This is an optimization exercise on Yosys and OpenROAD, whose aim is small area, a short achievable clock period and few clock cycles per item, not a production implementation.
RTL that was checked went through simulation tests only; none was proved equivalent to the original.
Power is estimated from default activity; no workload was simulated.

== 04-03 ==
## processor
module processor(
    input [15:0] DIN,
    input Resetn, Clock, Run,
    output reg Done,
    output [15:0] BusWires
    );
Size in the first run: ~510 cells after synthesis, about 130 flip-flops.
export LEC_CHECK = 0
export CAP_MARGIN = 20
export CORE_MARGIN = 2
export CORE_UTILIZATION = 40
export SETUP_SLACK_MARGIN = 4.5
export SLEW_MARGIN = 20
export SYNTH_HIERARCHICAL = 1
create_clock -name core_clock -period 10.0 [get_ports {Clock}]
standard.sh (not shown) runs the stock make flow with config.mk's settings and CLKGATE_MAP_FILE= SYNTH_SCRIPT=/design/flow/synth_recipe.tcl, a recipe that flattens the netlist after the stock synthesis.
==> flow/flow/run.sh <==
#!/bin/bash
# Standard ORFS layout with these changes:
#  - port buffers are plain buffers (sky130_fd_sc_hd__buf_2), not delay buffers;
#  - clock tree from clkbuf_8 only, without dummy balancing loads;
#  - setup repair limited to the moves: unbuffer,sizeup,swap
set -euo pipefail
bash standard.sh \
  BUFFER_PORTS_ARGS="-buffer_cell sky130_fd_sc_hd__buf_2" \
  CTS_ARGS="-sink_clustering_enable -repair_clock_nets -dont_use_dummy_load -buf_list sky130_fd_sc_hd__clkbuf_8" \
  SETUP_MOVE_SEQUENCE="unbuffer,sizeup,swap" \
  finish > orfs_make.log 2>&1
Testbench counts of 04-03, summed over its fixed seeds: cycles 9,996, items 8,000.
Inputs modified between 04-03 and 12-19:
--- a/flow/config.mk
+++ b/flow/config.mk
@@ -8 +8 @@
-export CAP_MARGIN = 20
+export CAP_MARGIN = 0
@@ -11,2 +11,2 @@
-export SETUP_SLACK_MARGIN = 4.5
-export SLEW_MARGIN = 20
+export SETUP_SLACK_MARGIN = 4
+export SLEW_MARGIN = 0
[summary]
Sort 12-19 and 04-03 by routability congestion estimate from global placement desc -> top: 04-03. In terms of insertion delay of the later-clocked pin in the worst-skew pair, 12-19 and 04-03 differ only marginally. 04-03 → 12-19: synthesized instance count about even, met2 wire length fell 290 um, switching power of the nets fell about 3%, part of the total power dissipated in combinational logic fell 1.7 points. 12-19 consumes less power than 04-03 does.

* * *

The RTL this note starts from:
==> flow/design.v <==
module rdport8(
    input [127:0] rf,
    input [7:0] sel,
    output reg [15:0] q
    );
integer i;
always @(*) begin
    q = 16'd0;
    for (i = 0; i < 8; i = i + 1)
        q = q | (rf[16*i +: 16] & {16{sel[i]}});
end
endmodule
module rdport9(
    input [127:0] rf,
    input [7:0] sel,
    input [15:0] ext,
    input ext_sel,
    output reg [15:0] q
    );
integer i;
always @(*) begin
    q = ext & {16{ext_sel}};
    for (i = 0; i < 8; i = i + 1)
        q = q | (rf[16*i +: 16] & {16{sel[i]}});
end
endmodule
module addsub(
    input [15:0] a, b,
    input sub,
    output [15:0] s
    );
assign s = a + (b ^ {16{sub}}) + {15'd0, sub};
endmodule
module processor(
    input [15:0] DIN,
    input Resetn, Clock, Run,
    output reg Done,
    output [15:0] BusWires
    );
reg [127:0] rf;         
reg         pend;       
reg [2:0]   mvi_rx;     
wire [2:0] rx = DIN[12:10];
wire [2:0] ry = DIN[9:7];
wire is_mvi = ~DIN[14] & DIN[13];    
wire use_x  = ~pend & DIN[14];       
wire sub    = ~pend & DIN[13];       
reg [7:0] xsel, ysel;
integer i;
always @(*)
    for (i = 0; i < 8; i = i + 1) begin
        xsel[i] = use_x && rx == i;
        ysel[i] = ry == i;
    end
wire [15:0] X, Y;
rdport8 portx(.rf(rf), .sel(xsel), .q(X));
rdport8 porty(.rf(rf), .sel(ysel), .q(Y));
wire [15:0] sum;
addsub alu(.a(X), .b(Y), .sub(sub), .s(sum));
assign BusWires = pend ? DIN : sum;
always @(*)
    Done = Resetn & (pend | (Run & ~is_mvi));
wire [2:0] wa = pend ? mvi_rx : rx;
always @(posedge Clock) begin
    if (!pend) mvi_rx <= rx;
    pend <= Resetn & ~pend & Run & is_mvi;
    for (i = 0; i < 8; i = i + 1)
        if (Done && wa == i) rf[16*i +: 16] <= BusWires;
end
endmodule
==> flow/config.mk <==
export PLATFORM = sky130hd
export DESIGN_NAME = processor
export DESIGN_NICKNAME = processor
export VERILOG_FILES = /design/flow/design.v
export SDC_FILE = /design/flow/constraint.sdc
export NUM_CORES = 4
export LEC_CHECK = 0
export CAP_MARGIN = 20
export CORE_MARGIN = 2
export CORE_UTILIZATION = 40
export SETUP_SLACK_MARGIN = 4
export SLEW_MARGIN = 20
==> flow/constraint.sdc <==
create_clock -name core_clock -period 10.0 [get_ports {Clock}]
set_input_delay 2.0000 -clock core_clock [delete_from_list [all_inputs] [get_ports {Clock}]]
set_output_delay 2.0000 -clock core_clock [all_outputs]
set_load 0.01 [all_outputs]
Scripts as last shown in full above: flow/flow/run.sh
The baseline passed the timing, DRC and antenna checks.
Testbench counts at the start, summed over its fixed seeds: cycles 9,996, items 8,000.
Then changed:
CAP_MARGIN = 5   (was 20)
GPL_ROUTABILITY_DRIVEN = 0   (was not set)
SLEW_MARGIN = 5   (was 20)
SYNTH_HIERARCHICAL = 1   (was not set)
Register-to-register slack improved by 0.05 ns; setup slack improved by 0.82 ns; via count fell by 5.9%; clock-buffer cell count is unchanged; area after synthesis fell by 1.0%; wire length fell by 7.1%.
Then changed:
CAP_MARGIN = 20   (was 5)
CORE_UTILIZATION = 55   (was 40)
GPL_ROUTABILITY_DRIVEN = not set   (was 0)
SETUP_SLACK_MARGIN = 5   (was 4)
SLEW_MARGIN = 20   (was 5)
The new run finished with timing, DRC and antenna clean.
Cell area increases by 1.0%.
Synthesized cell count does not change.
Clock power is about the same.
Cell count decreases by 6.1%.
Then changed:
CAP_MARGIN = 5   (was 20)
CORE_UTILIZATION = 40   (was 55)
PLACE_DENSITY = 0.7   (was not set)
SETUP_SLACK_MARGIN = 4   (was 5)
SLEW_MARGIN = 5   (was 20)
Outcome: Final area barely changes. Hold slack is about the same. First-iteration DRC count went up by a quarter to a third. Synthesized area stays the same.

* * *

Setup of run 1:
Starts from the design.v that is shown in full above.
clock: 10.0 ns
lec_check: 0
cap_margin: 20
core_margin: 2
core_utilization: 55
setup_slack_margin: 5
slew_margin: 20
synth_hierarchical: 1
==> flow/flow/run.sh <==
#!/bin/bash
# Standard ORFS layout with these changes:
#  - port buffers are plain buffers (sky130_fd_sc_hd__buf_1), not delay buffers;
#  - clock tree from clkbuf_8 only, without dummy balancing loads;
#  - setup repair limited to the moves: unbuffer,sizeup,swap
set -euo pipefail
bash standard.sh \
  BUFFER_PORTS_ARGS="-buffer_cell sky130_fd_sc_hd__buf_1" \
  CTS_ARGS="-sink_clustering_enable -repair_clock_nets -dont_use_dummy_load -buf_list sky130_fd_sc_hd__clkbuf_8" \
  SETUP_MOVE_SEQUENCE="unbuffer,sizeup,swap" \
  finish > orfs_make.log 2>&1
Run 1 | status: complete | timing, DRC, antenna: pass
Testbench counts of run 1, summed over its fixed seeds: cycles 9,996, items 8,000.
The following lists how run 2 was set up differently from run 1:
- CORE_UTILIZATION: 55 -> 40
- SETUP_SLACK_MARGIN: 5 -> 4
==> comparison <==
Run 2 against run 1: layout-stage area growth over the synthesis result has decreased, worst-case setup margin in the final layout has decreased, post-route cell area has decreased.
The following lists how run 3 was set up differently from run 2:
- a change of SETUP_SLACK_MARGIN from 4 to 5
diff --git a/flow/flow/run.sh b/flow/flow/run.sh
--- a/flow/flow/run.sh
+++ b/flow/flow/run.sh
@@ -3 +3 @@
-#  - port buffers are plain buffers (sky130_fd_sc_hd__buf_1), not delay buffers;
+#  - port buffers are plain buffers (sky130_fd_sc_hd__buf_2), not delay buffers;
@@ -8 +8 @@
-  BUFFER_PORTS_ARGS="-buffer_cell sky130_fd_sc_hd__buf_1" \
+  BUFFER_PORTS_ARGS="-buffer_cell sky130_fd_sc_hd__buf_2" \
Re total met3 wirelength after detailed routing: run 3 and run 2 aren't equal, and the higher value belongs to run 2. In the metrics for run 3 and run 2, the one carrying the lower portion of total power attributed to combinational logic is run 2. Between run 3 and run 2, the difference in clock network contribution to total cell area is negligible. The portion of netlist area occupied by mux cells on run 2 is in line with that on run 3. Design area for run 3 is higher than for run 2. Setup slack in run 3 is 38 ps above run 2. Diff run 2 -> run 3: maximum clock rate picked up an extra about 0.55%, register fraction of the total cell area saw a decrease.

* * *

RTL: the design.v shown in full above, as it stands there.
==> flow/config.mk <==
export PLATFORM = sky130hd
export DESIGN_NAME = processor
export DESIGN_NICKNAME = processor
export VERILOG_FILES = /design/flow/design.v
export SDC_FILE = /design/flow/constraint.sdc
export NUM_CORES = 4
export LEC_CHECK = 0
export CAP_MARGIN = 5
export CORE_MARGIN = 2
export CORE_UTILIZATION = 40
export SETUP_SLACK_MARGIN = 3.5
export SLEW_MARGIN = 5
export SYNTH_HIERARCHICAL = 1
==> flow/constraint.sdc <==
create_clock -name core_clock -period 10.0 [get_ports {Clock}]
set_input_delay 2.0000 -clock core_clock [delete_from_list [all_inputs] [get_ports {Clock}]]
set_output_delay 2.0000 -clock core_clock [all_outputs]
set_load 0.01 [all_outputs]
==> flow/flow/run.sh <==
#!/bin/bash
# Standard ORFS layout with these changes:
#  - port buffers are plain buffers (sky130_fd_sc_hd__buf_2), not delay buffers;
#  - clock tree from clkbuf_8 only, without dummy balancing loads;
#  - setup repair limited to the moves: unbuffer,sizeup,swap
set -euo pipefail
bash standard.sh \
  BUFFER_PORTS_ARGS="-buffer_cell sky130_fd_sc_hd__buf_2" \
  CTS_ARGS="-sink_clustering_enable -repair_clock_nets -dont_use_dummy_load -buf_list sky130_fd_sc_hd__clkbuf_8" \
  SETUP_MOVE_SEQUENCE="unbuffer,sizeup,swap" \
  finish > orfs_make.log 2>&1
The baseline ran to the end with no violations.
Testbench counts at the start, summed over its fixed seeds: cycles 9,996, items 8,000.
Change:
--- a/flow/config.mk
+++ b/flow/config.mk
@@ -8 +8,2 @@
-export CAP_MARGIN = 5
+export ABC_AREA = 1
+export CAP_MARGIN = 20
@@ -11,2 +12,2 @@
-export SETUP_SLACK_MARGIN = 3.5
-export SLEW_MARGIN = 5
+export SETUP_SLACK_MARGIN = 4
+export SLEW_MARGIN = 20
Clock-buffer cell count is unchanged; hold slack improved by 0.068 ns; maximum frequency came out lower by 2.3%; synthesized cell count went up by 82%.
Change:
--- a/flow/config.mk
+++ b/flow/config.mk
@@ -8,2 +8 @@
-export ABC_AREA = 1
-export CAP_MARGIN = 20
+export CAP_MARGIN = 5
@@ -13 +12 @@
-export SLEW_MARGIN = 20
+export SLEW_MARGIN = 5
- cell count drops by 39%
- wire length goes down by about 15%
- flip-flop and latch count does not change
- cell area fell by about 13%
- synthesized area decreases by 12%
- total power is lower by 3.7%
- sequential share of layout area goes up by 6.5 points
Change:
--- a/flow/config.mk
+++ b/flow/config.mk
@@ -8 +8 @@
-export CAP_MARGIN = 5
+export CAP_MARGIN = 20
@@ -12 +12 @@
-export SLEW_MARGIN = 5
+export SLEW_MARGIN = 20
Result: The new run went through all stages and came out clean. Critical path depth does not change. Final area rises by 0.61%. Core utilization rose by 0.29 points. First-iteration DRC count increases by 9.8%. Non-clock buffer count came out higher by 2. Clock skew barely changes. Synthesized cell count is unchanged. Power is about the same. Global-route usage grows by 0.61 points. Wire length came out higher by 1.4%. Final cell count stays flat.

* * *

north:
// processor: RTL as listed in full above, without the edits since
clock: 10.0 ns
lec_check: 0
cap_margin: 20
core_margin: 2
core_utilization: 40
setup_slack_margin: 5
slew_margin: 20
synth_hierarchical: 1
==> flow/flow/run.sh <==
#!/bin/bash
# Standard ORFS layout with these changes:
#  - port buffers are plain buffers (sky130_fd_sc_hd__buf_2), not delay buffers;
#  - clock tree from clkbuf_8 only, without dummy balancing loads;
#  - setup repair limited to the moves: unbuffer,sizeup,swap,buffer
set -euo pipefail
bash standard.sh \
  BUFFER_PORTS_ARGS="-buffer_cell sky130_fd_sc_hd__buf_2" \
  CTS_ARGS="-sink_clustering_enable -repair_clock_nets -dont_use_dummy_load -buf_list sky130_fd_sc_hd__clkbuf_8" \
  SETUP_MOVE_SEQUENCE="unbuffer,sizeup,swap,buffer" \
  finish > orfs_make.log 2>&1
In summary, north completed successfully, with a layout that passed the timing, DRC and antenna checks.
Testbench counts of north, summed over its fixed seeds: cycles 9,996, items 8,000.
Edits applied to the flow inputs when going from north to south:
==> flow/flow/run.sh <==
#!/bin/bash
# Standard ORFS layout with these changes:
#  - port buffers are plain buffers (sky130_fd_sc_hd__buf_1), not delay buffers;
#  - clock tree from clkbuf_8 only, without dummy balancing loads;
#  - setup repair limited to the moves: unbuffer,sizeup,swap
set -euo pipefail
bash standard.sh \
  BUFFER_PORTS_ARGS="-buffer_cell sky130_fd_sc_hd__buf_1" \
  CTS_ARGS="-sink_clustering_enable -repair_clock_nets -dont_use_dummy_load -buf_list sky130_fd_sc_hd__clkbuf_8" \
  SETUP_MOVE_SEQUENCE="unbuffer,sizeup,swap" \
  finish > orfs_make.log 2>&1
==> summary.txt <==
- Compared with north, south shows a minimum period implied by the final worst setup slack that is 0.22 ns higher.
- Compared with north, south shows a higher fraction of area in registers.
- north consumes more power than south.
- Wire length came out lower on south than on north.
- south — area of the multi-input gates 9.6% lower, north as reference
- The cell area after layout in south was lower than what north gave.
- south ends up with a first-iteration DRC count that is 6.8% lower than in north.
- Looking at worst setup slack, south sits 0.22 ns lower than north does.
- south vs. north: final period utilization went up by 2.2 points.
- Compare north and south | post-route worst hold slack lower: south
- south vs north: synthesis-to-finish area growth down in south
Input-level comparison between east and south:
Settings: SLEW_MARGIN now 5, was 20; SETUP_SLACK_MARGIN now 4, was 5; CAP_MARGIN now 5, was 20.
==> flow/flow/run.sh <==
#!/bin/bash
# Standard ORFS layout with these changes:
#  - port buffers are plain buffers (sky130_fd_sc_hd__buf_2), not delay buffers;
#  - clock tree from clkbuf_8 only, without dummy balancing loads;
#  - setup repair limited to the moves: unbuffer,sizeup,swap,clone
set -euo pipefail
bash standard.sh \
  BUFFER_PORTS_ARGS="-buffer_cell sky130_fd_sc_hd__buf_2" \
  CTS_ARGS="-sink_clustering_enable -repair_clock_nets -dont_use_dummy_load -buf_list sky130_fd_sc_hd__clkbuf_8" \
  SETUP_MOVE_SEQUENCE="unbuffer,sizeup,swap,clone" \
  finish > orfs_make.log 2>&1
Notes after the runs:
Combinational share of power (higher): east
Number of cells after detailed placement (lower): east
As of east, total leakage power had risen by a few percent compared to south.
Between south and east, worst setup slack increased.
Higher worst slew margin relative to its limit goes to south over east.
Total power of east is higher than that of south.
Higher multi-input combinational cell area goes to east over south.
Diff south..east | routing usage on met3 | negligible

* * *

processor, a different RTL version from the one above (not shown whole).
Size in the first run: ~130 flip-flops, about 36 I/O pins, roughly 0.0071 sq mm of cells after synthesis.
Settings: LEC_CHECK=0, CAP_MARGIN=20, CORE_MARGIN=2, CORE_UTILIZATION=40, SETUP_SLACK_MARGIN=3, SLEW_MARGIN=20; clock period 10.0 ns.
run.sh (not shown) runs the stock make flow with config.mk's settings and CLKGATE_MAP_FILE= SYNTH_SCRIPT=/design/flow/synth_recipe.tcl, a recipe that flattens the netlist after the stock synthesis.
Stock flow here: none of the scripts above is used.
Change:
SETUP_SLACK_MARGIN = 5   (was 3)
The changed run finished clean.
Synthesized cell count is unchanged.
Maximum frequency is about the same.
Register-to-register slack improved by 70 ps.
Design area rose by 6.2%.
Cell count rose by 4.0%.
Area after synthesis is unchanged.
Sequential power stays flat.
Hold slack got worse by 6.2 ps.
Die area does not change.
Routed wire length rose by 3.9%.
Worst setup slack hardly moves.
Change:
SETUP_SLACK_MARGIN = default   (was 5)
Outcome: Fmax goes down by about 20%; via count goes down by about 10%; power goes down by 7.3%; clock skew goes down by 4.4 ps.
Function was not checked in any run of this note: the RTL went through the layout flow alone.

* * *

processor, a different RTL version from the one above (not shown whole).
For scale: ~510 cells after synthesis, ~130 flip-flops, about 6700 sq um of cells after synthesis.
==> flow/config.mk <==
export PLATFORM = sky130hd
export DESIGN_NAME = processor
export DESIGN_NICKNAME = processor
export VERILOG_FILES = /design/flow/design.v
export SDC_FILE = /design/flow/constraint.sdc
export NUM_CORES = 4
export LEC_CHECK = 0
export CAP_MARGIN = 20
export CORE_MARGIN = 2
export CORE_UTILIZATION = 40
export SETUP_SLACK_MARGIN = 3
export SLEW_MARGIN = 20
==> flow/constraint.sdc <==
create_clock -name core_clock -period 10.0 [get_ports {Clock}]
set_input_delay 2.0000 -clock core_clock [delete_from_list [all_inputs] [get_ports {Clock}]]
set_output_delay 2.0000 -clock core_clock [all_outputs]
set_load 0.01 [all_outputs]
standard.sh (not shown) runs the stock make flow with config.mk's settings and CLKGATE_MAP_FILE= SYNTH_SCRIPT=/design/flow/synth_recipe.tcl, a recipe that flattens the netlist after the stock synthesis.
==> flow/flow/run.sh <==
#!/bin/bash
# Standard ORFS layout, with the port buffers made from plain buffers
# (sky130_fd_sc_hd__buf_2) instead of the delay buffers buffer_ports picks.
set -euo pipefail
bash standard.sh BUFFER_PORTS_ARGS="-buffer_cell sky130_fd_sc_hd__buf_2" finish > orfs_make.log 2>&1
The baseline finished with timing, DRC and antenna clean.
Testbench counts at the start, summed over its fixed seeds: cycles 9,996, items 8,000.
Edit:
==> flow/run.sh (new file) <==
#!/bin/bash
# synth_recipe.tcl (not shown) runs the flow's synth.tcl, then flattens the netlist and writes it again
# the make line also repeats each setting of config.mk as NAME=value (left out here)
make -C /OpenROAD-flow-scripts/flow DESIGN_CONFIG=/design/flow/config.mk WORK_HOME=/design/flow/orfs CLKGATE_MAP_FILE= SYNTH_SCRIPT=/design/flow/synth_recipe.tcl finish
- CTS_BUF_LIST: not set -> sky130_fd_sc_hd__clkbuf_4 sky130_fd_sc_hd__clkbuf_8
- CTS_CLUSTER_DIAMETER: not set -> 100
- CTS_CLUSTER_SIZE: not set -> 50
- SETUP_SLACK_MARGIN: 3 -> 2
removed: flow/flow/run.sh
removed: flow/standard.sh
Utilization decreases by 7.0 points.
Wire length decreases by about 8%.
Die area is unchanged.
First-iteration DRC count decreases by about 6.5%.
Edit:
==> flow/flow/run.sh (new file) <==
#!/bin/bash
# Standard ORFS layout, with the port buffers made from plain buffers
# (sky130_fd_sc_hd__buf_2) instead of the delay buffers buffer_ports picks.
set -euo pipefail
bash standard.sh BUFFER_PORTS_ARGS="-buffer_cell sky130_fd_sc_hd__buf_2" finish > orfs_make.log 2>&1
==> flow/standard.sh (new file) <==
#!/bin/bash
# synth_recipe.tcl (not shown) runs the flow's synth.tcl, then flattens the netlist and writes it again
# the make line also repeats each setting of config.mk as NAME=value (left out here)
make -C /OpenROAD-flow-scripts/flow DESIGN_CONFIG=/design/flow/config.mk WORK_HOME=/design/flow/orfs CLKGATE_MAP_FILE= SYNTH_SCRIPT=/design/flow/synth_recipe.tcl "${@:-finish}"
- ABC_AREA: not set -> 1
- CTS_CLUSTER_DIAMETER: 100 -> not set
- CTS_CLUSTER_SIZE: 50 -> not set
removed: flow/run.sh
What happened: The new run went through all stages and came out clean; count of clock-buffer cells in the layout is higher by 3; critical path depth is unchanged; sequential cell count is unchanged; sequential share of layout area is higher by 2.2 points; register-to-register slack gets better by 320 ps; utilization is lower by 3.0 points; worst setup slack gets better by 270 ps; via count is higher by 8.4%; power is lower by 6.4%; die area is higher by 2.9%.
Edit:
- ABC_AREA: 1 -> not set
Wire length shrinks by about 9%.
Total power grows by 8.2%.
Worst setup slack is worse by 200 ps.
Worst hold slack is better by 19 ps.
Fmax shrinks by about 2.5%.
Non-clock buffer count grows by 27.
Critical path depth grows by 3.
Edit:
==> flow/flow/run.sh (replaced) <==
#!/bin/bash
# Standard ORFS layout with two changes:
#  - port buffers are plain buffers (sky130_fd_sc_hd__buf_2), not delay buffers;
#  - clock tree from clkbuf_8 only, without dummy balancing loads.
set -euo pipefail
bash standard.sh \
  BUFFER_PORTS_ARGS="-buffer_cell sky130_fd_sc_hd__buf_2" \
  CTS_ARGS="-sink_clustering_enable -repair_clock_nets -dont_use_dummy_load -buf_list sky130_fd_sc_hd__clkbuf_8" \
  finish > orfs_make.log 2>&1
- CTS_BUF_LIST: sky130_fd_sc_hd__clkbuf_4 sky130_fd_sc_hd__clkbuf_8 -> not set
The new run completed without violations.
Die area does not change.
Via count barely changes.
Final area falls by 2.7%.
Worst hold slack gets worse by 5.4 ps.
Fmax hardly moves.
Total power falls by 12%.
Flip-flop and latch count does not change.
Clock power falls by 37%.
Synthesized cell count is unchanged.
Edit:
==> flow/run.sh (new file) <==
#!/bin/bash
# synth_recipe.tcl (not shown) runs the flow's synth.tcl, then flattens the netlist and writes it again
# the make line also repeats each setting of config.mk as NAME=value (left out here)
make -C /OpenROAD-flow-scripts/flow DESIGN_CONFIG=/design/flow/config.mk WORK_HOME=/design/flow/orfs CLKGATE_MAP_FILE= SYNTH_SCRIPT=/design/flow/synth_recipe.tcl finish
removed: flow/flow/run.sh
removed: flow/standard.sh
The changed run finished with timing, DRC and antenna clean; synthesized area stays the same; worst setup slack loses 110 ps; hold slack hardly moves; via count came out higher by about 4.3%; utilization came out higher by 3.7 points; wire length came out higher by about 7%; clock skew came out lower by 14 ps; design area came out higher by about 8%; die area is unchanged; synthesized cell count is unchanged.

[separate check: timing with driven ports]
How much do the figures lean on ideal ports? The routed layouts below were timed once more, with nothing changed but the port constraints. Step 1 (the two cells are an assumption about what drives the block):
set clk [get_ports {Clock}]
set_driving_cell -lib_cell sky130_fd_sc_hd__clkbuf_16 $clk
set_driving_cell -lib_cell sky130_fd_sc_hd__buf_2 [delete_from_list [all_inputs] $clk]
Step 2 moves the port delays by t, midway between the first and last clock arrival at a register: inputs arrive t later, outputs are due t later. That takes back most of the time a late clock gives input paths. Slacks: no drivers / after step 1 / after step 2; pairs: no drivers / after step 1.
run | t, ns | setup WS [ns] | latest minus earliest clock arrival (ns) | worst slew at a driven data input, ns
04-03 | 0.484 | 3.067 / 3.020 / 3.020 | 0.021 / 0.021 | 0.07
12-19 | 0.482 | 3.114 / 3.068 / 3.068 | 0.030 / 0.030 | 0.06
the first run of note 2 | 0.479 | 2.295 / 2.256 / 2.256 | 0.027 / 0.027 | 0.05
the second run of note 2 | 0.482 | 3.114 / 3.068 / 3.068 | 0.030 / 0.030 | 0.06
the third run of note 2 | 0.472 | 3.044 / 2.997 / 2.997 | 0.019 / 0.019 | 0.06
the fourth run of note 2 | 0.481 | 3.122 / 3.074 / 3.074 | 0.028 / 0.029 | 0.06
run 1 | 0.477 | 3.095 / 3.027 / 3.027 | 0.022 / 0.021 | 0.06
run 2 | 0.473 | 3.092 / 3.046 / 3.046 | 0.031 / 0.031 | 0.06
run 3 | 0.478 | 3.129 / 3.082 / 3.082 | 0.035 / 0.034 | 0.06
the first run of note 4 | 0.480 | 3.138 / 3.105 / 3.105 | 0.031 / 0.031 | 0.06
the second run of note 4 | 0.478 | 2.973 / 2.908 / 2.908 | 0.021 / 0.021 | 0.06
the third run of note 4 | 0.482 | 3.114 / 3.068 / 3.068 | 0.030 / 0.030 | 0.06
the fourth run of note 4 | 0.480 | 3.124 / 3.078 / 3.078 | 0.030 / 0.031 | 0.06
north | 0.478 | 3.242 / 3.179 / 3.179 | 0.039 / 0.039 | 0.06
south | 0.469 | 3.024 / 2.978 / 2.978 | 0.024 / 0.024 | 0.06
east | 0.487 | 3.120 / 3.051 / 3.051 | 0.030 / 0.030 | 0.11
the first run of note 6 | 0.454 | 2.883 / 2.793 / 2.793 | 0.009 / 0.010 | 0.09
the second run of note 6 | 0.450 | 2.885 / 2.760 / 2.760 | 0.014 / 0.014 | 0.12
the third run of note 6 | 0.460 | 1.192 / 1.164 / 1.164 | 0.010 / 0.010 | 0.04
the first run of note 7 | 0.472 | 2.816 / 2.716 / 2.716 | 0.010 / 0.011 | 0.15
the second run of note 7 | 0.488 | 2.127 / 2.103 / 2.103 | 0.013 / 0.012 | 0.04
the third run of note 7 | 0.489 | 2.397 / 2.375 / 2.375 | 0.013 / 0.013 | 0.03
the fourth run of note 7 | 0.486 | 2.199 / 2.170 / 2.170 | 0.010 / 0.011 | 0.03
the fifth run of note 7 | 0.477 | 2.192 / 2.162 / 2.162 | 0.022 / 0.022 | 0.03
the sixth run of note 7 | 0.466 | 2.086 / 2.063 / 2.063 | 0.008 / 0.008 | 0.04
After both steps setup and hold are still met in every run listed. For the second run of note 6, which loses most, drivers alone change the setup slack by -0.125 ns; drivers and shift together by -0.125 ns.
